Background: an optimization exercise with open tools, aiming at small area and few clock cycles per item. Do not read the settings as production practice.
The RTL was checked by simulation tests, not by an equivalence proof against the original design.

==> design/flow/design.v <==
module md5 (
    input          clk,
    input          rst_n,
    input          in_valid,
    input  [63:0]  msg,
    output         out_valid,
    output [127:0] hash,
    output [63:0]  out_msg
);
wire [31:0] m0_in = {msg[39:32], msg[47:40], msg[55:48], msg[63:56]};
wire [31:0] m1_in = {msg[7:0], msg[15:8], msg[23:16], msg[31:24]};
wire [31:0] f0 = (32'hefcdab89 & 32'h98badcfe) | (~32'hefcdab89 & 32'h10325476);
wire [31:0] x0 = m0_in + 32'h3eafc779;
wire [31:0] t0;
add_pfx #(1) u_t0 (.a(x0), .b(f0), .s(t0));
wire [31:0] b1 = 32'hefcdab89 + {t0[24:0], t0[31:25]};
wire [31:0] px1 = m1_in + 32'hf8fa0bcc;
reg [31:0] s1_b1;
reg [31:0] s1_x1;
reg [31:0] s1_m0, s1_m1;
reg        s1_v;
always @(posedge clk) begin
    s1_b1 <= b1;
    s1_x1 <= px1;
    s1_m0 <= m0_in;
    s1_m1 <= m1_in;
    s1_v  <= rst_n & in_valid;
end
wire [31:0] f1 = (s1_b1 & 32'hefcdab89) | (~s1_b1 & 32'h98badcfe);
wire [31:0] t1;
add_pfx #(1) u_t1 (.a(s1_x1), .b(f1), .s(t1));
wire [31:0] b2;
add_pfx #(1) u_b2 (.a(s1_b1), .b({t1[19:0], t1[31:20]}), .s(b2));
wire [31:0] f2 = (b2 & s1_b1) | (~b2 & 32'hefcdab89);
wire [31:0] t2 = 32'hbcdb4e59 + f2;
wire [31:0] b3;
add_pfx #(1) u_b3 (.a(b2), .b({t2[14:0], t2[31:15]}), .s(b3));
reg [31:0] s2_b3;
reg [31:0] s2_b2;
reg [31:0] s2_b1;
reg [31:0] s2_m0, s2_m1;
reg        s2_v;
always @(posedge clk) begin
    s2_b3 <= b3;
    s2_b2 <= b2;
    s2_b1 <= s1_b1;
    s2_m0 <= s1_m0;
    s2_m1 <= s1_m1;
    s2_v  <= rst_n & s1_v;
end
wire [31:0] f3 = (s2_b3 & s2_b2) | (~s2_b3 & s2_b1);
wire [31:0] t3 = 32'hb18b7a77 + f3;
wire [31:0] b4;
add_pfx #(1) u_b4 (.a(s2_b3), .b({t3[9:0], t3[31:10]}), .s(b4));
wire [31:0] f4 = (b4 & s2_b3) | (~b4 & s2_b2);
wire [31:0] x4 = s2_b1 + 32'hf57c0faf;
wire [31:0] t4;
add_pfx #(1) u_t4 (.a(x4), .b(f4), .s(t4));
wire [31:0] b5;
add_pfx #(1) u_b5 (.a(b4), .b({t4[24:0], t4[31:25]}), .s(b5));
wire [31:0] px5 = s2_b2 + 32'h4787c62a;
reg [31:0] s3_b5;
reg [31:0] s3_b4;
reg [31:0] s3_b3;
reg [31:0] s3_x5;
reg [31:0] s3_m0, s3_m1;
reg        s3_v;
always @(posedge clk) begin
    s3_b5 <= b5;
    s3_b4 <= b4;
    s3_b3 <= s2_b3;
    s3_x5 <= px5;
    s3_m0 <= s2_m0;
    s3_m1 <= s2_m1;
    s3_v  <= rst_n & s2_v;
end
wire [31:0] f5 = (s3_b5 & s3_b4) | (~s3_b5 & s3_b3);
wire [31:0] t5;
add_pfx #(1) u_t5 (.a(s3_x5), .b(f5), .s(t5));
wire [31:0] b6;
add_pfx #(1) u_b6 (.a(s3_b5), .b({t5[19:0], t5[31:20]}), .s(b6));
wire [31:0] f6 = (b6 & s3_b5) | (~b6 & s3_b4);
wire [31:0] x6 = s3_b3 + 32'ha8304613;
wire [31:0] t6;
add_pfx #(1) u_t6 (.a(x6), .b(f6), .s(t6));
wire [31:0] b7;
add_pfx #(1) u_b7 (.a(b6), .b({t6[14:0], t6[31:15]}), .s(b7));
wire [31:0] px7 = s3_b4 + 32'hfd469501;
reg [31:0] s4_b7;
reg [31:0] s4_b6;
reg [31:0] s4_b5;
reg [31:0] s4_x7;
reg [31:0] s4_m0, s4_m1;
reg        s4_v;
always @(posedge clk) begin
    s4_b7 <= b7;
    s4_b6 <= b6;
    s4_b5 <= s3_b5;
    s4_x7 <= px7;
    s4_m0 <= s3_m0;
    s4_m1 <= s3_m1;
    s4_v  <= rst_n & s3_v;
end
wire [31:0] f7 = (s4_b7 & s4_b6) | (~s4_b7 & s4_b5);
wire [31:0] t7;
add_pfx #(1) u_t7 (.a(s4_x7), .b(f7), .s(t7));
wire [31:0] b8;
add_pfx #(1) u_b8 (.a(s4_b7), .b({t7[9:0], t7[31:10]}), .s(b8));
wire [31:0] f8 = (b8 & s4_b7) | (~b8 & s4_b6);
wire [31:0] x8 = s4_b5 + 32'h698098d8;
wire [31:0] t8;
add_pfx #(1) u_t8 (.a(x8), .b(f8), .s(t8));
wire [31:0] b9;
add_pfx #(1) u_b9 (.a(b8), .b({t8[24:0], t8[31:25]}), .s(b9));
wire [31:0] px9 = s4_b6 + 32'h8b44f7af;
reg [31:0] s5_b9;
reg [31:0] s5_b8;
reg [31:0] s5_b7;
reg [31:0] s5_x9;
reg [31:0] s5_m0, s5_m1;
reg        s5_v;
always @(posedge clk) begin
    s5_b9 <= b9;
    s5_b8 <= b8;
    s5_b7 <= s4_b7;
    s5_x9 <= px9;
    s5_m0 <= s4_m0;
    s5_m1 <= s4_m1;
    s5_v  <= rst_n & s4_v;
end
wire [31:0] f9 = (s5_b9 & s5_b8) | (~s5_b9 & s5_b7);
wire [31:0] t9;
add_pfx #(1) u_t9 (.a(s5_x9), .b(f9), .s(t9));
wire [31:0] b10;
add_pfx #(1) u_b10 (.a(s5_b9), .b({t9[19:0], t9[31:20]}), .s(b10));
wire [31:0] f10 = (b10 & s5_b9) | (~b10 & s5_b8);
wire [31:0] x10 = s5_b7 + 32'hffff5bb1;
wire [31:0] t10;
add_pfx #(1) u_t10 (.a(x10), .b(f10), .s(t10));
wire [31:0] b11;
add_pfx #(1) u_b11 (.a(b10), .b({t10[14:0], t10[31:15]}), .s(b11));
wire [31:0] px11 = s5_b8 + 32'h895cd7be;
reg [31:0] s6_b11;
reg [31:0] s6_b10;
reg [31:0] s6_b9;
reg [31:0] s6_x11;
reg [31:0] s6_m0, s6_m1;
reg        s6_v;
always @(posedge clk) begin
    s6_b11 <= b11;
    s6_b10 <= b10;
    s6_b9 <= s5_b9;
    s6_x11 <= px11;
    s6_m0 <= s5_m0;
    s6_m1 <= s5_m1;
    s6_v  <= rst_n & s5_v;
end
wire [31:0] f11 = (s6_b11 & s6_b10) | (~s6_b11 & s6_b9);
wire [31:0] t11;
add_pfx #(1) u_t11 (.a(s6_x11), .b(f11), .s(t11));
wire [31:0] b12;
add_pfx #(1) u_b12 (.a(s6_b11), .b({t11[9:0], t11[31:10]}), .s(b12));
wire [31:0] f12 = (b12 & s6_b11) | (~b12 & s6_b10);
wire [31:0] x12 = s6_b9 + 32'h6b901122;
wire [31:0] t12;
add_pfx #(1) u_t12 (.a(x12), .b(f12), .s(t12));
wire [31:0] b13;
add_pfx #(1) u_b13 (.a(b12), .b({t12[24:0], t12[31:25]}), .s(b13));
wire [31:0] px13 = s6_b10 + 32'hfd987193;
reg [31:0] s7_b13;
reg [31:0] s7_b12;
reg [31:0] s7_b11;
reg [31:0] s7_x13;
reg [31:0] s7_m0, s7_m1;
reg        s7_v;
always @(posedge clk) begin
    s7_b13 <= b13;
    s7_b12 <= b12;
    s7_b11 <= s6_b11;
    s7_x13 <= px13;
    s7_m0 <= s6_m0;
    s7_m1 <= s6_m1;
    s7_v  <= rst_n & s6_v;
end
wire [31:0] f13 = (s7_b13 & s7_b12) | (~s7_b13 & s7_b11);
wire [31:0] t13;
add_pfx #(1) u_t13 (.a(s7_x13), .b(f13), .s(t13));
wire [31:0] b14;
add_pfx #(1) u_b14 (.a(s7_b13), .b({t13[19:0], t13[31:20]}), .s(b14));
wire [31:0] f14 = (b14 & s7_b13) | (~b14 & s7_b12);
wire [31:0] x14 = s7_b11 + 32'ha67943ce;
wire [31:0] t14;
add_pfx #(1) u_t14 (.a(x14), .b(f14), .s(t14));
wire [31:0] b15;
add_pfx #(1) u_b15 (.a(b14), .b({t14[14:0], t14[31:15]}), .s(b15));
wire [31:0] px15 = s7_b12 + 32'h49b40821;
reg [31:0] s8_b15;
reg [31:0] s8_b14;
reg [31:0] s8_b13;
reg [31:0] s8_x15;
reg [31:0] s8_m0, s8_m1;
reg        s8_v;
always @(posedge clk) begin
    s8_b15 <= b15;
    s8_b14 <= b14;
    s8_b13 <= s7_b13;
    s8_x15 <= px15;
    s8_m0 <= s7_m0;
    s8_m1 <= s7_m1;
    s8_v  <= rst_n & s7_v;
end
wire [31:0] f15 = (s8_b15 & s8_b14) | (~s8_b15 & s8_b13);
wire [31:0] t15;
add_pfx #(1) u_t15 (.a(s8_x15), .b(f15), .s(t15));
wire [31:0] b16;
add_pfx #(1) u_b16 (.a(s8_b15), .b({t15[9:0], t15[31:10]}), .s(b16));
wire [31:0] f16 = (s8_b14 & b16) | (s8_b15 & ~s8_b14);
wire [31:0] x16 = s8_b13 + 32'hf61e2562 + s8_m1;
wire [31:0] t16;
add_pfx #(1) u_t16 (.a(x16), .b(f16), .s(t16));
wire [31:0] b17;
add_pfx #(1) u_b17 (.a(b16), .b({t16[26:0], t16[31:27]}), .s(b17));
wire [31:0] px17 = s8_b14 + 32'hc040b340;
reg [31:0] s9_b17;
reg [31:0] s9_b16;
reg [31:0] s9_b15;
reg [31:0] s9_x17;
reg [31:0] s9_m0, s9_m1;
reg        s9_v;
always @(posedge clk) begin
    s9_b17 <= b17;
    s9_b16 <= b16;
    s9_b15 <= s8_b15;
    s9_x17 <= px17;
    s9_m0 <= s8_m0;
    s9_m1 <= s8_m1;
    s9_v  <= rst_n & s8_v;
end
wire [31:0] f17 = (s9_b15 & s9_b17) | (s9_b16 & ~s9_b15);
wire [31:0] t17;
add_pfx #(1) u_t17 (.a(s9_x17), .b(f17), .s(t17));
wire [31:0] b18;
add_pfx #(1) u_b18 (.a(s9_b17), .b({t17[22:0], t17[31:23]}), .s(b18));
wire [31:0] f18 = (s9_b16 & b18) | (s9_b17 & ~s9_b16);
wire [31:0] x18 = s9_b15 + 32'h265e5a51;
wire [31:0] t18;
add_pfx #(1) u_t18 (.a(x18), .b(f18), .s(t18));
wire [31:0] b19;
add_pfx #(1) u_b19 (.a(b18), .b({t18[17:0], t18[31:18]}), .s(b19));
wire [31:0] px19 = s9_b16 + 32'he9b6c7aa + s9_m0;
reg [31:0] s10_b19;
reg [31:0] s10_b18;
reg [31:0] s10_b17;
reg [31:0] s10_x19;
reg [31:0] s10_m0, s10_m1;
reg        s10_v;
always @(posedge clk) begin
    s10_b19 <= b19;
    s10_b18 <= b18;
    s10_b17 <= s9_b17;
    s10_x19 <= px19;
    s10_m0 <= s9_m0;
    s10_m1 <= s9_m1;
    s10_v  <= rst_n & s9_v;
end
wire [31:0] f19 = (s10_b17 & s10_b19) | (s10_b18 & ~s10_b17);
wire [31:0] t19;
add_pfx #(1) u_t19 (.a(s10_x19), .b(f19), .s(t19));
wire [31:0] b20;
add_pfx #(1) u_b20 (.a(s10_b19), .b({t19[11:0], t19[31:12]}), .s(b20));
wire [31:0] f20 = (s10_b18 & b20) | (s10_b19 & ~s10_b18);
wire [31:0] x20 = s10_b17 + 32'hd62f105d;
wire [31:0] t20;
add_pfx #(1) u_t20 (.a(x20), .b(f20), .s(t20));
wire [31:0] b21;
add_pfx #(1) u_b21 (.a(b20), .b({t20[26:0], t20[31:27]}), .s(b21));
wire [31:0] px21 = s10_b18 + 32'h02441453;
reg [31:0] s11_b21;
reg [31:0] s11_b20;
reg [31:0] s11_b19;
reg [31:0] s11_x21;
reg [31:0] s11_m0, s11_m1;
reg        s11_v;
always @(posedge clk) begin
    s11_b21 <= b21;
    s11_b20 <= b20;
    s11_b19 <= s10_b19;
    s11_x21 <= px21;
    s11_m0 <= s10_m0;
    s11_m1 <= s10_m1;
    s11_v  <= rst_n & s10_v;
end
wire [31:0] f21 = (s11_b19 & s11_b21) | (s11_b20 & ~s11_b19);
wire [31:0] t21;
add_pfx #(1) u_t21 (.a(s11_x21), .b(f21), .s(t21));
wire [31:0] b22;
add_pfx #(1) u_b22 (.a(s11_b21), .b({t21[22:0], t21[31:23]}), .s(b22));
wire [31:0] f22 = (s11_b20 & b22) | (s11_b21 & ~s11_b20);
wire [31:0] x22 = s11_b19 + 32'hd8a1e681;
wire [31:0] t22;
add_pfx #(1) u_t22 (.a(x22), .b(f22), .s(t22));
wire [31:0] b23;
add_pfx #(1) u_b23 (.a(b22), .b({t22[17:0], t22[31:18]}), .s(b23));
wire [31:0] px23 = s11_b20 + 32'he7d3fbc8;
reg [31:0] s12_b23;
reg [31:0] s12_b22;
reg [31:0] s12_b21;
reg [31:0] s12_x23;
reg [31:0] s12_m0, s12_m1;
reg        s12_v;
always @(posedge clk) begin
    s12_b23 <= b23;
    s12_b22 <= b22;
    s12_b21 <= s11_b21;
    s12_x23 <= px23;
    s12_m0 <= s11_m0;
    s12_m1 <= s11_m1;
    s12_v  <= rst_n & s11_v;
end
wire [31:0] f23 = (s12_b21 & s12_b23) | (s12_b22 & ~s12_b21);
wire [31:0] t23;
add_pfx #(1) u_t23 (.a(s12_x23), .b(f23), .s(t23));
wire [31:0] b24;
add_pfx #(1) u_b24 (.a(s12_b23), .b({t23[11:0], t23[31:12]}), .s(b24));
wire [31:0] f24 = (s12_b22 & b24) | (s12_b23 & ~s12_b22);
wire [31:0] x24 = s12_b21 + 32'h21e1cde6;
wire [31:0] t24;
add_pfx #(1) u_t24 (.a(x24), .b(f24), .s(t24));
wire [31:0] b25;
add_pfx #(1) u_b25 (.a(b24), .b({t24[26:0], t24[31:27]}), .s(b25));
wire [31:0] px25 = s12_b22 + 32'hc3370816;
reg [31:0] s13_b25;
reg [31:0] s13_b24;
reg [31:0] s13_b23;
reg [31:0] s13_x25;
reg [31:0] s13_m0, s13_m1;
reg        s13_v;
always @(posedge clk) begin
    s13_b25 <= b25;
    s13_b24 <= b24;
    s13_b23 <= s12_b23;
    s13_x25 <= px25;
    s13_m0 <= s12_m0;
    s13_m1 <= s12_m1;
    s13_v  <= rst_n & s12_v;
end
wire [31:0] f25 = (s13_b23 & s13_b25) | (s13_b24 & ~s13_b23);
wire [31:0] t25;
add_pfx #(1) u_t25 (.a(s13_x25), .b(f25), .s(t25));
wire [31:0] b26;
add_pfx #(1) u_b26 (.a(s13_b25), .b({t25[22:0], t25[31:23]}), .s(b26));
wire [31:0] f26 = (s13_b24 & b26) | (s13_b25 & ~s13_b24);
wire [31:0] x26 = s13_b23 + 32'hf4d50d87;
wire [31:0] t26;
add_pfx #(1) u_t26 (.a(x26), .b(f26), .s(t26));
wire [31:0] b27;
add_pfx #(1) u_b27 (.a(b26), .b({t26[17:0], t26[31:18]}), .s(b27));
wire [31:0] px27 = s13_b24 + 32'h455a14ed;
reg [31:0] s14_b27;
reg [31:0] s14_b26;
reg [31:0] s14_b25;
reg [31:0] s14_x27;
reg [31:0] s14_m0, s14_m1;
reg        s14_v;
always @(posedge clk) begin
    s14_b27 <= b27;
    s14_b26 <= b26;
    s14_b25 <= s13_b25;
    s14_x27 <= px27;
    s14_m0 <= s13_m0;
    s14_m1 <= s13_m1;
    s14_v  <= rst_n & s13_v;
end
wire [31:0] f27 = (s14_b25 & s14_b27) | (s14_b26 & ~s14_b25);
wire [31:0] t27;
add_pfx #(1) u_t27 (.a(s14_x27), .b(f27), .s(t27));
wire [31:0] b28;
add_pfx #(1) u_b28 (.a(s14_b27), .b({t27[11:0], t27[31:12]}), .s(b28));
wire [31:0] f28 = (s14_b26 & b28) | (s14_b27 & ~s14_b26);
wire [31:0] x28 = s14_b25 + 32'ha9e3e905;
wire [31:0] t28;
add_pfx #(1) u_t28 (.a(x28), .b(f28), .s(t28));
wire [31:0] b29;
add_pfx #(1) u_b29 (.a(b28), .b({t28[26:0], t28[31:27]}), .s(b29));
wire [31:0] px29 = s14_b26 + 32'hfcefa478;
reg [31:0] s15_b29;
reg [31:0] s15_b28;
reg [31:0] s15_b27;
reg [31:0] s15_x29;
reg [31:0] s15_m0, s15_m1;
reg        s15_v;
always @(posedge clk) begin
    s15_b29 <= b29;
    s15_b28 <= b28;
    s15_b27 <= s14_b27;
    s15_x29 <= px29;
    s15_m0 <= s14_m0;
    s15_m1 <= s14_m1;
    s15_v  <= rst_n & s14_v;
end
wire [31:0] f29 = (s15_b27 & s15_b29) | (s15_b28 & ~s15_b27);
wire [31:0] t29;
add_pfx #(1) u_t29 (.a(s15_x29), .b(f29), .s(t29));
wire [31:0] b30;
add_pfx #(1) u_b30 (.a(s15_b29), .b({t29[22:0], t29[31:23]}), .s(b30));
wire [31:0] f30 = (s15_b28 & b30) | (s15_b29 & ~s15_b28);
wire [31:0] x30 = s15_b27 + 32'h676f02d9;
wire [31:0] t30;
add_pfx #(1) u_t30 (.a(x30), .b(f30), .s(t30));
wire [31:0] b31;
add_pfx #(1) u_b31 (.a(b30), .b({t30[17:0], t30[31:18]}), .s(b31));
wire [31:0] px31 = s15_b28 + 32'h8d2a4c8a;
reg [31:0] s16_b31;
reg [31:0] s16_b30;
reg [31:0] s16_b29;
reg [31:0] s16_x31;
reg [31:0] s16_m0, s16_m1;
reg        s16_v;
always @(posedge clk) begin
    s16_b31 <= b31;
    s16_b30 <= b30;
    s16_b29 <= s15_b29;
    s16_x31 <= px31;
    s16_m0 <= s15_m0;
    s16_m1 <= s15_m1;
    s16_v  <= rst_n & s15_v;
end
wire [31:0] f31 = (s16_b29 & s16_b31) | (s16_b30 & ~s16_b29);
wire [31:0] t31;
add_pfx #(1) u_t31 (.a(s16_x31), .b(f31), .s(t31));
wire [31:0] b32;
add_pfx #(1) u_b32 (.a(s16_b31), .b({t31[11:0], t31[31:12]}), .s(b32));
wire [31:0] f32 = b32 ^ s16_b31 ^ s16_b30;
wire [31:0] x32 = s16_b29 + 32'hfffa3942;
wire [31:0] t32;
add_pfx #(1) u_t32 (.a(x32), .b(f32), .s(t32));
wire [31:0] b33;
add_pfx #(1) u_b33 (.a(b32), .b({t32[27:0], t32[31:28]}), .s(b33));
wire [31:0] px33 = s16_b30 + 32'h8771f681;
reg [31:0] s17_b33;
reg [31:0] s17_b32;
reg [31:0] s17_b31;
reg [31:0] s17_x33;
reg [31:0] s17_m0, s17_m1;
reg        s17_v;
always @(posedge clk) begin
    s17_b33 <= b33;
    s17_b32 <= b32;
    s17_b31 <= s16_b31;
    s17_x33 <= px33;
    s17_m0 <= s16_m0;
    s17_m1 <= s16_m1;
    s17_v  <= rst_n & s16_v;
end
wire [31:0] f33 = s17_b33 ^ s17_b32 ^ s17_b31;
wire [31:0] t33;
add_pfx #(1) u_t33 (.a(s17_x33), .b(f33), .s(t33));
wire [31:0] b34;
add_pfx #(1) u_b34 (.a(s17_b33), .b({t33[20:0], t33[31:21]}), .s(b34));
wire [31:0] f34 = b34 ^ s17_b33 ^ s17_b32;
wire [31:0] x34 = s17_b31 + 32'h6d9d6122;
wire [31:0] t34;
add_pfx #(1) u_t34 (.a(x34), .b(f34), .s(t34));
wire [31:0] b35;
add_pfx #(1) u_b35 (.a(b34), .b({t34[15:0], t34[31:16]}), .s(b35));
wire [31:0] px35 = s17_b32 + 32'hfde5384c;
reg [31:0] s18_b35;
reg [31:0] s18_b34;
reg [31:0] s18_b33;
reg [31:0] s18_x35;
reg [31:0] s18_m0, s18_m1;
reg        s18_v;
always @(posedge clk) begin
    s18_b35 <= b35;
    s18_b34 <= b34;
    s18_b33 <= s17_b33;
    s18_x35 <= px35;
    s18_m0 <= s17_m0;
    s18_m1 <= s17_m1;
    s18_v  <= rst_n & s17_v;
end
wire [31:0] f35 = s18_b35 ^ s18_b34 ^ s18_b33;
wire [31:0] t35;
add_pfx #(1) u_t35 (.a(s18_x35), .b(f35), .s(t35));
wire [31:0] b36;
add_pfx #(1) u_b36 (.a(s18_b35), .b({t35[8:0], t35[31:9]}), .s(b36));
wire [31:0] f36 = b36 ^ s18_b35 ^ s18_b34;
wire [31:0] x36 = s18_b33 + 32'ha4beea44 + s18_m1;
wire [31:0] t36;
add_pfx #(1) u_t36 (.a(x36), .b(f36), .s(t36));
wire [31:0] b37;
add_pfx #(1) u_b37 (.a(b36), .b({t36[27:0], t36[31:28]}), .s(b37));
wire [31:0] px37 = s18_b34 + 32'h4bdecfa9;
reg [31:0] s19_b37;
reg [31:0] s19_b36;
reg [31:0] s19_b35;
reg [31:0] s19_x37;
reg [31:0] s19_m0, s19_m1;
reg        s19_v;
always @(posedge clk) begin
    s19_b37 <= b37;
    s19_b36 <= b36;
    s19_b35 <= s18_b35;
    s19_x37 <= px37;
    s19_m0 <= s18_m0;
    s19_m1 <= s18_m1;
    s19_v  <= rst_n & s18_v;
end
wire [31:0] f37 = s19_b37 ^ s19_b36 ^ s19_b35;
wire [31:0] t37;
add_pfx #(1) u_t37 (.a(s19_x37), .b(f37), .s(t37));
wire [31:0] b38;
add_pfx #(1) u_b38 (.a(s19_b37), .b({t37[20:0], t37[31:21]}), .s(b38));
wire [31:0] f38 = b38 ^ s19_b37 ^ s19_b36;
wire [31:0] x38 = s19_b35 + 32'hf6bb4b60;
wire [31:0] t38;
add_pfx #(1) u_t38 (.a(x38), .b(f38), .s(t38));
wire [31:0] b39;
add_pfx #(1) u_b39 (.a(b38), .b({t38[15:0], t38[31:16]}), .s(b39));
wire [31:0] px39 = s19_b36 + 32'hbebfbc70;
reg [31:0] s20_b39;
reg [31:0] s20_b38;
reg [31:0] s20_b37;
reg [31:0] s20_x39;
reg [31:0] s20_m0, s20_m1;
reg        s20_v;
always @(posedge clk) begin
    s20_b39 <= b39;
    s20_b38 <= b38;
    s20_b37 <= s19_b37;
    s20_x39 <= px39;
    s20_m0 <= s19_m0;
    s20_m1 <= s19_m1;
    s20_v  <= rst_n & s19_v;
end
wire [31:0] f39 = s20_b39 ^ s20_b38 ^ s20_b37;
wire [31:0] t39;
add_pfx #(1) u_t39 (.a(s20_x39), .b(f39), .s(t39));
wire [31:0] b40;
add_pfx #(1) u_b40 (.a(s20_b39), .b({t39[8:0], t39[31:9]}), .s(b40));
wire [31:0] f40 = b40 ^ s20_b39 ^ s20_b38;
wire [31:0] x40 = s20_b37 + 32'h289b7ec6;
wire [31:0] t40;
add_pfx #(1) u_t40 (.a(x40), .b(f40), .s(t40));
wire [31:0] b41;
add_pfx #(1) u_b41 (.a(b40), .b({t40[27:0], t40[31:28]}), .s(b41));
wire [31:0] px41 = s20_b38 + 32'heaa127fa + s20_m0;
reg [31:0] s21_b41;
reg [31:0] s21_b40;
reg [31:0] s21_b39;
reg [31:0] s21_x41;
reg [31:0] s21_m0, s21_m1;
reg        s21_v;
always @(posedge clk) begin
    s21_b41 <= b41;
    s21_b40 <= b40;
    s21_b39 <= s20_b39;
    s21_x41 <= px41;
    s21_m0 <= s20_m0;
    s21_m1 <= s20_m1;
    s21_v  <= rst_n & s20_v;
end
wire [31:0] f41 = s21_b41 ^ s21_b40 ^ s21_b39;
wire [31:0] t41;
add_pfx #(1) u_t41 (.a(s21_x41), .b(f41), .s(t41));
wire [31:0] b42;
add_pfx #(1) u_b42 (.a(s21_b41), .b({t41[20:0], t41[31:21]}), .s(b42));
wire [31:0] f42 = b42 ^ s21_b41 ^ s21_b40;
wire [31:0] x42 = s21_b39 + 32'hd4ef3085;
wire [31:0] t42;
add_pfx #(1) u_t42 (.a(x42), .b(f42), .s(t42));
wire [31:0] b43;
add_pfx #(1) u_b43 (.a(b42), .b({t42[15:0], t42[31:16]}), .s(b43));
wire [31:0] px43 = s21_b40 + 32'h04881d05;
reg [31:0] s22_b43;
reg [31:0] s22_b42;
reg [31:0] s22_b41;
reg [31:0] s22_x43;
reg [31:0] s22_m0, s22_m1;
reg        s22_v;
always @(posedge clk) begin
    s22_b43 <= b43;
    s22_b42 <= b42;
    s22_b41 <= s21_b41;
    s22_x43 <= px43;
    s22_m0 <= s21_m0;
    s22_m1 <= s21_m1;
    s22_v  <= rst_n & s21_v;
end
wire [31:0] f43 = s22_b43 ^ s22_b42 ^ s22_b41;
wire [31:0] t43;
add_pfx #(1) u_t43 (.a(s22_x43), .b(f43), .s(t43));
wire [31:0] b44;
add_pfx #(1) u_b44 (.a(s22_b43), .b({t43[8:0], t43[31:9]}), .s(b44));
wire [31:0] f44 = b44 ^ s22_b43 ^ s22_b42;
wire [31:0] x44 = s22_b41 + 32'hd9d4d039;
wire [31:0] t44;
add_pfx #(1) u_t44 (.a(x44), .b(f44), .s(t44));
wire [31:0] b45;
add_pfx #(1) u_b45 (.a(b44), .b({t44[27:0], t44[31:28]}), .s(b45));
wire [31:0] px45 = s22_b42 + 32'he6db99e5;
reg [31:0] s23_b45;
reg [31:0] s23_b44;
reg [31:0] s23_b43;
reg [31:0] s23_x45;
reg [31:0] s23_m0, s23_m1;
reg        s23_v;
always @(posedge clk) begin
    s23_b45 <= b45;
    s23_b44 <= b44;
    s23_b43 <= s22_b43;
    s23_x45 <= px45;
    s23_m0 <= s22_m0;
    s23_m1 <= s22_m1;
    s23_v  <= rst_n & s22_v;
end
wire [31:0] f45 = s23_b45 ^ s23_b44 ^ s23_b43;
wire [31:0] t45;
add_pfx #(1) u_t45 (.a(s23_x45), .b(f45), .s(t45));
wire [31:0] b46;
add_pfx #(1) u_b46 (.a(s23_b45), .b({t45[20:0], t45[31:21]}), .s(b46));
wire [31:0] f46 = b46 ^ s23_b45 ^ s23_b44;
wire [31:0] x46 = s23_b43 + 32'h1fa27cf8;
wire [31:0] t46;
add_pfx #(1) u_t46 (.a(x46), .b(f46), .s(t46));
wire [31:0] b47;
add_pfx #(1) u_b47 (.a(b46), .b({t46[15:0], t46[31:16]}), .s(b47));
wire [31:0] px47 = s23_b44 + 32'hc4ac56e5;
reg [31:0] s24_b47;
reg [31:0] s24_b46;
reg [31:0] s24_b45;
reg [31:0] s24_x47;
reg [31:0] s24_m0, s24_m1;
reg        s24_v;
always @(posedge clk) begin
    s24_b47 <= b47;
    s24_b46 <= b46;
    s24_b45 <= s23_b45;
    s24_x47 <= px47;
    s24_m0 <= s23_m0;
    s24_m1 <= s23_m1;
    s24_v  <= rst_n & s23_v;
end
wire [31:0] f47 = s24_b47 ^ s24_b46 ^ s24_b45;
wire [31:0] t47;
add_pfx #(1) u_t47 (.a(s24_x47), .b(f47), .s(t47));
wire [31:0] b48;
add_pfx #(1) u_b48 (.a(s24_b47), .b({t47[8:0], t47[31:9]}), .s(b48));
wire [31:0] f48 = s24_b47 ^ (b48 | ~s24_b46);
wire [31:0] x48 = s24_b45 + 32'hf4292244 + s24_m0;
wire [31:0] t48;
add_pfx #(1) u_t48 (.a(x48), .b(f48), .s(t48));
wire [31:0] b49;
add_pfx #(1) u_b49 (.a(b48), .b({t48[25:0], t48[31:26]}), .s(b49));
wire [31:0] px49 = s24_b46 + 32'h432aff97;
reg [31:0] s25_b49;
reg [31:0] s25_b48;
reg [31:0] s25_b47;
reg [31:0] s25_x49;
reg [31:0] s25_m0, s25_m1;
reg        s25_v;
always @(posedge clk) begin
    s25_b49 <= b49;
    s25_b48 <= b48;
    s25_b47 <= s24_b47;
    s25_x49 <= px49;
    s25_m0 <= s24_m0;
    s25_m1 <= s24_m1;
    s25_v  <= rst_n & s24_v;
end
wire [31:0] f49 = s25_b48 ^ (s25_b49 | ~s25_b47);
wire [31:0] t49;
add_pfx #(1) u_t49 (.a(s25_x49), .b(f49), .s(t49));
wire [31:0] b50;
add_pfx #(1) u_b50 (.a(s25_b49), .b({t49[21:0], t49[31:22]}), .s(b50));
wire [31:0] f50 = s25_b49 ^ (b50 | ~s25_b48);
wire [31:0] x50 = s25_b47 + 32'hab9423e7;
wire [31:0] t50;
add_pfx #(1) u_t50 (.a(x50), .b(f50), .s(t50));
wire [31:0] b51;
add_pfx #(1) u_b51 (.a(b50), .b({t50[16:0], t50[31:17]}), .s(b51));
wire [31:0] px51 = s25_b48 + 32'hfc93a039;
reg [31:0] s26_b51;
reg [31:0] s26_b50;
reg [31:0] s26_b49;
reg [31:0] s26_x51;
reg [31:0] s26_m0, s26_m1;
reg        s26_v;
always @(posedge clk) begin
    s26_b51 <= b51;
    s26_b50 <= b50;
    s26_b49 <= s25_b49;
    s26_x51 <= px51;
    s26_m0 <= s25_m0;
    s26_m1 <= s25_m1;
    s26_v  <= rst_n & s25_v;
end
wire [31:0] f51 = s26_b50 ^ (s26_b51 | ~s26_b49);
wire [31:0] t51;
add_pfx #(1) u_t51 (.a(s26_x51), .b(f51), .s(t51));
wire [31:0] b52;
add_pfx #(1) u_b52 (.a(s26_b51), .b({t51[10:0], t51[31:11]}), .s(b52));
wire [31:0] f52 = s26_b51 ^ (b52 | ~s26_b50);
wire [31:0] x52 = s26_b49 + 32'h655b59c3;
wire [31:0] t52;
add_pfx #(1) u_t52 (.a(x52), .b(f52), .s(t52));
wire [31:0] b53;
add_pfx #(1) u_b53 (.a(b52), .b({t52[25:0], t52[31:26]}), .s(b53));
wire [31:0] px53 = s26_b50 + 32'h8f0ccc92;
reg [31:0] s27_b53;
reg [31:0] s27_b52;
reg [31:0] s27_b51;
reg [31:0] s27_x53;
reg [31:0] s27_m0, s27_m1;
reg        s27_v;
always @(posedge clk) begin
    s27_b53 <= b53;
    s27_b52 <= b52;
    s27_b51 <= s26_b51;
    s27_x53 <= px53;
    s27_m0 <= s26_m0;
    s27_m1 <= s26_m1;
    s27_v  <= rst_n & s26_v;
end
wire [31:0] f53 = s27_b52 ^ (s27_b53 | ~s27_b51);
wire [31:0] t53;
add_pfx #(1) u_t53 (.a(s27_x53), .b(f53), .s(t53));
wire [31:0] b54;
add_pfx #(1) u_b54 (.a(s27_b53), .b({t53[21:0], t53[31:22]}), .s(b54));
wire [31:0] f54 = s27_b53 ^ (b54 | ~s27_b52);
wire [31:0] x54 = s27_b51 + 32'hffeff47d;
wire [31:0] t54;
add_pfx #(1) u_t54 (.a(x54), .b(f54), .s(t54));
wire [31:0] b55;
add_pfx #(1) u_b55 (.a(b54), .b({t54[16:0], t54[31:17]}), .s(b55));
wire [31:0] px55 = s27_b52 + 32'h85845dd1 + s27_m1;
reg [31:0] s28_b55;
reg [31:0] s28_b54;
reg [31:0] s28_b53;
reg [31:0] s28_x55;
reg [31:0] s28_m0, s28_m1;
reg        s28_v;
always @(posedge clk) begin
    s28_b55 <= b55;
    s28_b54 <= b54;
    s28_b53 <= s27_b53;
    s28_x55 <= px55;
    s28_m0 <= s27_m0;
    s28_m1 <= s27_m1;
    s28_v  <= rst_n & s27_v;
end
wire [31:0] f55 = s28_b54 ^ (s28_b55 | ~s28_b53);
wire [31:0] t55;
add_pfx #(1) u_t55 (.a(s28_x55), .b(f55), .s(t55));
wire [31:0] b56;
add_pfx #(1) u_b56 (.a(s28_b55), .b({t55[10:0], t55[31:11]}), .s(b56));
wire [31:0] f56 = s28_b55 ^ (b56 | ~s28_b54);
wire [31:0] x56 = s28_b53 + 32'h6fa87e4f;
wire [31:0] t56;
add_pfx #(1) u_t56 (.a(x56), .b(f56), .s(t56));
wire [31:0] b57;
add_pfx #(1) u_b57 (.a(b56), .b({t56[25:0], t56[31:26]}), .s(b57));
wire [31:0] px57 = s28_b54 + 32'hfe2ce6e0;
reg [31:0] s29_b57;
reg [31:0] s29_b56;
reg [31:0] s29_b55;
reg [31:0] s29_x57;
reg [31:0] s29_m0, s29_m1;
reg        s29_v;
always @(posedge clk) begin
    s29_b57 <= b57;
    s29_b56 <= b56;
    s29_b55 <= s28_b55;
    s29_x57 <= px57;
    s29_m0 <= s28_m0;
    s29_m1 <= s28_m1;
    s29_v  <= rst_n & s28_v;
end
wire [31:0] f57 = s29_b56 ^ (s29_b57 | ~s29_b55);
wire [31:0] t57;
add_pfx #(1) u_t57 (.a(s29_x57), .b(f57), .s(t57));
wire [31:0] b58;
add_pfx #(1) u_b58 (.a(s29_b57), .b({t57[21:0], t57[31:22]}), .s(b58));
wire [31:0] f58 = s29_b57 ^ (b58 | ~s29_b56);
wire [31:0] x58 = s29_b55 + 32'ha3014314;
wire [31:0] t58;
add_pfx #(1) u_t58 (.a(x58), .b(f58), .s(t58));
wire [31:0] b59;
add_pfx #(1) u_b59 (.a(b58), .b({t58[16:0], t58[31:17]}), .s(b59));
wire [31:0] px59 = s29_b56 + 32'h4e0811a1;
reg [31:0] s30_b59;
reg [31:0] s30_b58;
reg [31:0] s30_b57;
reg [31:0] s30_x59;
reg [31:0] s30_m0, s30_m1;
reg        s30_v;
always @(posedge clk) begin
    s30_b59 <= b59;
    s30_b58 <= b58;
    s30_b57 <= s29_b57;
    s30_x59 <= px59;
    s30_m0 <= s29_m0;
    s30_m1 <= s29_m1;
    s30_v  <= rst_n & s29_v;
end
wire [31:0] f59 = s30_b58 ^ (s30_b59 | ~s30_b57);
wire [31:0] t59;
add_pfx #(1) u_t59 (.a(s30_x59), .b(f59), .s(t59));
wire [31:0] b60;
add_pfx #(1) u_b60 (.a(s30_b59), .b({t59[10:0], t59[31:11]}), .s(b60));
wire [31:0] f60 = s30_b59 ^ (b60 | ~s30_b58);
wire [31:0] x60 = s30_b57 + 32'hf7537e82;
wire [31:0] t60;
add_pfx #(1) u_t60 (.a(x60), .b(f60), .s(t60));
wire [31:0] b61;
add_pfx #(1) u_b61 (.a(b60), .b({t60[25:0], t60[31:26]}), .s(b61));
wire [31:0] px61 = s30_b58 + 32'hbd3af235;
reg [31:0] s31_b61;
reg [31:0] s31_b60;
reg [31:0] s31_b59;
reg [31:0] s31_x61;
reg [31:0] s31_m0, s31_m1;
reg        s31_v;
always @(posedge clk) begin
    s31_b61 <= b61;
    s31_b60 <= b60;
    s31_b59 <= s30_b59;
    s31_x61 <= px61;
    s31_m0 <= s30_m0;
    s31_m1 <= s30_m1;
    s31_v  <= rst_n & s30_v;
end
wire [31:0] f61 = s31_b60 ^ (s31_b61 | ~s31_b59);
wire [31:0] t61;
add_pfx #(1) u_t61 (.a(s31_x61), .b(f61), .s(t61));
wire [31:0] b62;
add_pfx #(1) u_b62 (.a(s31_b61), .b({t61[21:0], t61[31:22]}), .s(b62));
wire [31:0] f62 = s31_b61 ^ (b62 | ~s31_b60);
wire [31:0] x62 = s31_b59 + 32'h2ad7d33b;
wire [31:0] t62;
add_pfx #(1) u_t62 (.a(x62), .b(f62), .s(t62));
wire [31:0] b63;
add_pfx #(1) u_b63 (.a(b62), .b({t62[16:0], t62[31:17]}), .s(b63));
wire [31:0] px63 = s31_b60 + 32'heb86d391;
reg [31:0] s32_b63;
reg [31:0] s32_b62;
reg [31:0] s32_b61;
reg [31:0] s32_x63;
reg [31:0] s32_m0, s32_m1;
reg        s32_v;
always @(posedge clk) begin
    s32_b63 <= b63;
    s32_b62 <= b62;
    s32_b61 <= s31_b61;
    s32_x63 <= px63;
    s32_m0 <= s31_m0;
    s32_m1 <= s31_m1;
    s32_v  <= rst_n & s31_v;
end
wire [31:0] f63 = s32_b62 ^ (s32_b63 | ~s32_b61);
wire [31:0] t63;
add_pfx #(1) u_t63 (.a(s32_x63), .b(f63), .s(t63));
wire [31:0] b64;
add_pfx #(1) u_b64 (.a(s32_b63), .b({t63[10:0], t63[31:11]}), .s(b64));
wire [31:0] ha = s32_b61 + 32'h67452301;
wire [31:0] hb = b64 + 32'hefcdab89;
wire [31:0] hc = s32_b63 + 32'h98badcfe;
wire [31:0] hd = s32_b62 + 32'h10325476;
assign hash = {{ha[7:0], ha[15:8], ha[23:16], ha[31:24]}, {hb[7:0], hb[15:8], hb[23:16], hb[31:24]}, {hc[7:0], hc[15:8], hc[23:16], hc[31:24]}, {hd[7:0], hd[15:8], hd[23:16], hd[31:24]}};
assign out_msg = {{s32_m0[7:0], s32_m0[15:8], s32_m0[23:16], s32_m0[31:24]}, {s32_m1[7:0], s32_m1[15:8], s32_m1[23:16], s32_m1[31:24]}};
assign out_valid = s32_v;
endmodule
module add_pfx #(parameter TYPE = 0) (input [31:0] a, input [31:0] b, output [31:0] s);
  wire [31:0] p0 = a ^ b;
  wire [31:0] g0 = a & b;
  wire [31:0] G [0:10];
  wire [31:0] P [0:10];
  assign G[0] = g0;
  assign P[0] = p0;
  genvar l, i;
  generate
    if (TYPE == 2) begin : ks
      for (l = 0; l < 5; l = l + 1) begin : lv
        for (i = 0; i < 32; i = i + 1) begin : b
          if (i >= (1 << l)) begin
            assign G[l+1][i] = G[l][i] | (P[l][i] & G[l][i - (1 << l)]);
            assign P[l+1][i] = P[l][i] & P[l][i - (1 << l)];
          end else begin
            assign G[l+1][i] = G[l][i];
            assign P[l+1][i] = P[l][i];
          end
        end
      end
      assign s = p0 ^ {G[5][30:0], 1'b0};
    end else if (TYPE == 1) begin : sk
      for (l = 0; l < 5; l = l + 1) begin : lv
        for (i = 0; i < 32; i = i + 1) begin : b
          if ((i >> l) & 1) begin
            assign G[l+1][i] = G[l][i] | (P[l][i] & G[l][((i >> l) << l) - 1]);
            assign P[l+1][i] = P[l][i] & P[l][((i >> l) << l) - 1];
          end else begin
            assign G[l+1][i] = G[l][i];
            assign P[l+1][i] = P[l][i];
          end
        end
      end
      assign s = p0 ^ {G[5][30:0], 1'b0};
    end else if (TYPE == 0) begin : bk
      for (l = 0; l < 5; l = l + 1) begin : up
        for (i = 0; i < 32; i = i + 1) begin : b
          if (((i + 1) % (2 << l)) == 0) begin
            assign G[l+1][i] = G[l][i] | (P[l][i] & G[l][i - (1 << l)]);
            assign P[l+1][i] = P[l][i] & P[l][i - (1 << l)];
          end else begin
            assign G[l+1][i] = G[l][i];
            assign P[l+1][i] = P[l][i];
          end
        end
      end
      for (l = 3; l >= 0; l = l - 1) begin : dn
        for (i = 0; i < 32; i = i + 1) begin : b
          if (((i + 1) % (2 << l)) == (1 << l) && i >= (2 << l)) begin
            assign G[9-l][i] = G[8-l][i] | (P[8-l][i] & G[8-l][i - (1 << l)]);
            assign P[9-l][i] = P[8-l][i] & P[8-l][i - (1 << l)];
          end else begin
            assign G[9-l][i] = G[8-l][i];
            assign P[9-l][i] = P[8-l][i];
          end
        end
      end
      assign s = p0 ^ {G[9][30:0], 1'b0};
    end else begin : hc
      for (l = 0; l < 5; l = l + 1) begin : lv
        for (i = 0; i < 32; i = i + 1) begin : b
          if ((i % 2 == 1) && (l == 0 ? 1 : (i >= (1 << l)))) begin
            assign G[l+1][i] = G[l][i] | (P[l][i] & G[l][i - (1 << l)]);
            assign P[l+1][i] = P[l][i] & P[l][i - (1 << l)];
          end else begin
            assign G[l+1][i] = G[l][i];
            assign P[l+1][i] = P[l][i];
          end
        end
      end
      for (i = 0; i < 32; i = i + 1) begin : fin
        if (i % 2 == 0 && i > 0) begin
          assign G[6][i] = G[5][i] | (P[5][i] & G[5][i-1]);
        end else begin
          assign G[6][i] = G[5][i];
        end
      end
      assign s = p0 ^ {G[6][30:0], 1'b0};
    end
  endgenerate
endmodule
module add_const #(parameter [31:0] C = 32'h0) (input [31:0] a, output [31:0] s);
  wire [32:0] c;
  assign c[0] = 1'b0;
  genvar i;
  generate for (i = 0; i < 32; i = i + 1) begin : g
    if (C[i]) begin
      assign s[i] = ~(a[i] ^ c[i]);
      assign c[i+1] = a[i] | c[i];
    end else begin
      assign s[i] = a[i] ^ c[i];
      assign c[i+1] = a[i] & c[i];
    end
  end endgenerate
endmodule
module md5_pipe (
    input          clk,
    input          rst_n,       
    input          in_valid,
    output         in_ready,
    input  [63:0]  msg,         
    output         out_valid,
    output [127:0] hash,        
    output [63:0]  out_msg      
);
assign in_ready = 1'b1;
md5 core (
    .clk      (clk),
    .rst_n    (rst_n),
    .in_valid (in_valid),
    .msg      (msg),
    .out_valid(out_valid),
    .hash     (hash),
    .out_msg  (out_msg)
);
endmodule
==> design/flow/run.sh <==
#!/bin/bash
# synth_recipe.tcl (not shown) runs the flow's synth.tcl, then flattens the netlist and writes it again
# the make line also repeats each setting of config.mk as NAME=value (left out here)
make -C /OpenROAD-flow-scripts/flow DESIGN_CONFIG=/design/flow/config.mk WORK_HOME=/design/flow/orfs CLKGATE_MAP_FILE= SYNTH_SCRIPT=/design/flow/synth_recipe.tcl finish
==> design/flow/config.mk <==
export PLATFORM = sky130hd
export DESIGN_NAME = md5_pipe
export DESIGN_NICKNAME = md5_pipe
export VERILOG_FILES = /design/flow/design.v
export SDC_FILE = /design/flow/constraint.sdc
export NUM_CORES = 8
export LEC_CHECK = 0
export CAP_MARGIN = 20
export CORE_MARGIN = 2
export CORE_UTILIZATION = 50
export SLEW_MARGIN = 20
==> design/flow/constraint.sdc <==
create_clock -name core_clock -period 12.5 [get_ports {clk}]
set_input_delay 2.5000 -clock core_clock [delete_from_list [all_inputs] [get_ports {clk}]]
set_output_delay 2.5000 -clock core_clock [all_outputs]
set_load 0.01 [all_outputs]
==> run notes <==
## cells in the mapped netlist, drive strengths merged, types with 46 or more instances
master   number
a2111oi      72
a211oi      142
a21boi      119
a21o        939
a21oi      1621
a31oi       204
a41oi        59
and2        243
and3        265
and4         63
clkbuf       70
dfxtp      6078
fa          626
ha         4151
inv        1847
mux2        741
mux2i       120
nand2      1282
nand2b      445
nand3       506
nand3b       46
nand4       190
nor2       2729
nor2b       876
nor3        865
nor4        111
o2111ai      62
o211ai       85
o21a        651
o21ai       990
o21bai      197
o31a         94
o31ai       116
o41ai        63
or2         173
or3         201
or4          54
xnor2      4129
xor2       1797
## final cells by class
| cell class | count | area (sq um) |
|---|---|---|
| timing repair buffer | 1638 | 13000 |
| multi-input combinational | 25500 | 207000 |
| tap | 8879 | 11100 |
| clock buffer | 861 | 18400 |
| sequential | 6078 | 122000 |
| clock inverter | 339 | 5110 |
| fill | 58000 | 280000 |
| inverter | 1847 | 6930 |
| antenna | 205 | 513 |
## how the worst min path moves through the flow
stage / end / slack (ns) / cells after the start
after CTS: core.s10_m1[3]$_DFF_P_ / 0.26 / 0
after global routing: core.s10_m1[3]$_DFF_P_ / 0.26 / 0
after detailed placement: core.s8_m0[27]$_DFF_P_ / 0.31 / 0
after global placement: core.s6_m0[2]$_DFF_P_ / 0.31 / 0
final: core.s10_m1[3]$_DFF_P_ / 0.25 / 0
after floorplan: core.s10_m1[0]$_DFF_P_ / 0.31 / 0
## metrics by stage
| step | hold slack [ns] | TNS (ns) |
|---|---|---|
| 2_1_floorplan | 0.310 | 0 |
| 3_3_place_gp | 0.310 | -3.12 |
| 3_5_place_dp | 0.312 | -4.14 |
| 4_1_cts | 0.257 | 0 |
| 5_1_grt | 0.259 | -1.07 |
| 6_report | 0.246 | 0 |
## cell usage in the layout, fill, tap and decap left out, types with 259 or more instances in the layout
master and instances:
clkdlybuf4s50_1 259, clkbuf_16 658, dfxtp_1 6064, buf_4 1377
nor2b_1 873, nor2_1 2711, fa_1 618, nor3_1 851
inv_1 1847, and3_1 265, nand2_1 1279, o21a_1 649
nand2b_1 444, xnor2_1 4067, ha_1 4147, o21ai_0 905
a21o_1 937, nand3_1 505, xor2_1 1767, a21oi_1 1541
mux2_2 741
## logic make-up after synthesis
family / Yosys count / synth area share (%)
AND/OR/NAND/NOR: 8135 / 11.9
adder cells (fa/ha/maj): 4777 / 19.4
XOR/XNOR: 5935 / 15.6
other: 1 / 0.00113
multiplexers: 861 / 2.87
flip-flops: 6078 / 36.5
buffers and inverters: 1927 / 2.18
AO/OA/AOI/OAI: 5825 / 11.5
## worst max-delay path: cells and delay by family (launching register included)
family	cells	cell delay, ns
AOI/OAI and AO/OA	29	5.95
xor gates and xnor gates	6	0.87
DFF	1	0.31
and+or+nand+nor	14	2.15
adders and majority gates	6	1.84
buffers and inverters	5	0.88
## repair_timing
item / 4_1_cts / 5_1_grt
endpoints found under the setup margin: 46 / 349
endpoints found under the hold margin: 0 / 0
setup buffers: 1 / 36
hold buffers: 0 / 0
gates resized for setup: 48 / 571
pin swaps: 6 / 114
## per-layer routing
layer | share of wire [%] | vias up
met5 | 0.020 | -
li1 | - | 121000
met4 | 4.6 | 36
met3 | 6.9 | 1848
met1 | 45 | 122000
met2 | 44 | 8104
==> impl_results.md <==
- Top-area cell type share of the netlist area: approximately 37%
- First-pass GRT wire length: about 1,700,000 um
- Mapped Avg Cell Area: roughly 9.9 sq um
- Crit path launch type: register
- Max-cap violation count: 0
- Slowest cell delay on critical path: between 0.4 and 0.5 ns
- Total track usage: roughly 33%
- Fmax: 82.5 MHz
- Clk root buf: clkbuf_16
- Core footprint: between 600,000 and 700,000 sq um
- Placed cell count: 43.9k
- Routability cong.: between 1 and 1.5
- Die Y: 820 um
- Initial core utilization: 50.2%
- Outcome: timing/DRC/antenna clean
- Post-Syn Area: 333,000 sq um
- Layout cells sized above 1: roughly 11%
- EDFF count, synth: 0
- Crit end category: register
- Total congestion overflow: 0
- Max transition margin: around an eighth
- Hold Fails Final Rpt: 0
- Longest Clk Path Bufs: 4
- Layout area overhead: 15.1%
- Port Buffers: between 200 and 300
- Skew final: just over 0.08 ns
- Global-route track usage on met2: 52.5%
- Final Cell Area: around 380,000 sq um
- Met3 Resource Use GR: under 10%
- Ys async rst share: 0%
- Clk latency of the worst-skew pair: approximately 1.2 ns
- Boundary Pins: approximately 260
- Final setup viols: 0
- Synth area leader: dfxtp_1
- Cell Area, Placed: approximately 360,000 sq um
- Via Count: 252k
- Fin. max-slew vios: 0
- Initial antenna violation count: roughly 130
- Dpl ws: -0.733 ns
- Worst reg2reg setup slack: approximately 0.38 ns
- CTS sink cnt: ~6.1k
- Post-synthesis sequential area ratio: between 30% and 40%
- RSZ-0062 raised after global routing: yes
- Vias per Instance: between 5 and 6
- Hold path start: core.s9_m1[3]$_DFF_P_
- Seq cells post-synth: 6,078
- Busiest layer in global routing: met2
- Critical path class: register to register
- H-Tree Depth: 6
- Nets: 40.6k
- Worst-case reg-to-reg path depth: 60
- Vias in the first global route: around 240k
- DR WL/cell: approximately 26 um
- CTS tree: built
- Most used cell, CP: buf_4
- Starting DRC count in detailed routing: between 20k and 25k
- Total CTS buffers: about 650
- Critical R2R Launch: core.s29_b55[0]$_DFF_P_
- Die W: 820 um
- Area contributors post-synth: dfxtp_1, ha_1, xnor2_1
- Critical Path RT: 13.47 ns
- Dominant synthesized flop cell: dfxtp_1
- Yosys cell types: 102
- Crit path setup slack, layout: about 0.38 ns
- Met1 Track Usage GR: between 40 and 50%
- Synthesized net count: 38.4k
- Crit path launch: core.s29_b55[0]$_DFF_P_
- Core Rows: about 300
- End of the critical path: core.s30_b59[31]$_DFF_P_
- Clk pin slew, worst setup/hold paths: roughly 0.060 ns
- Pin slew with the least headroom to its limit: about 1.3 ns
- R2R Path End: core.s30_b59[31]$_DFF_P_
- Post-DP HPWL: 995,000 um
- Crit path max fanout: 5
- Drt drc: 0
- Period minus WS final: roughly 12 ns
- Drt first pass iters: 6
- Worst Path Arrival: 13.09 ns
- Fin cells: 45.4k
- Routed Antenna Nets: 0
- Synth warnings: 2
- Die ar.: around 670,000 sq um
- Highest-delay cell along the critical path: or4_4
- Final WL: ~1,200,000 um
- Pin count of the biggest net entering global routing: 33
- Post-layout util: slightly below 60%
- Final worst path period share: 97.0%
- Synth Instances: around 34k
- Min-Delay Path Class: register to register
Testbench counts, summed over its fixed seeds: cycles 6,192, items 6,000.

-- what the ideal ports hide --
No port has a modelled driver above. Below, the same layout with a new extraction and two added sets of constraints. Step 1 sets driving cells, clkbuf_16 on the clock port and buf_2 on the other inputs (assumed; they add their load-dependent delay and slew). Step 2 moves the port delays by t, midway between the first and last clock arrival at a register: inputs arrive t later, outputs are due t later. That takes back most of the time a late clock gives input paths. Slacks: ideal ports / drivers / drivers and shift; pairs: ideal ports / drivers.
shift t [ns]: 1.268
setup WS [ns]: 0.378 / 0.378 / 0.378
slew at the worst register clock pin (ns): 0.07 / 0.07
After both steps this run still meets setup and hold. The setup slack of this run moves by 0.000 ns with the drivers and by 0.000 ns with both steps.
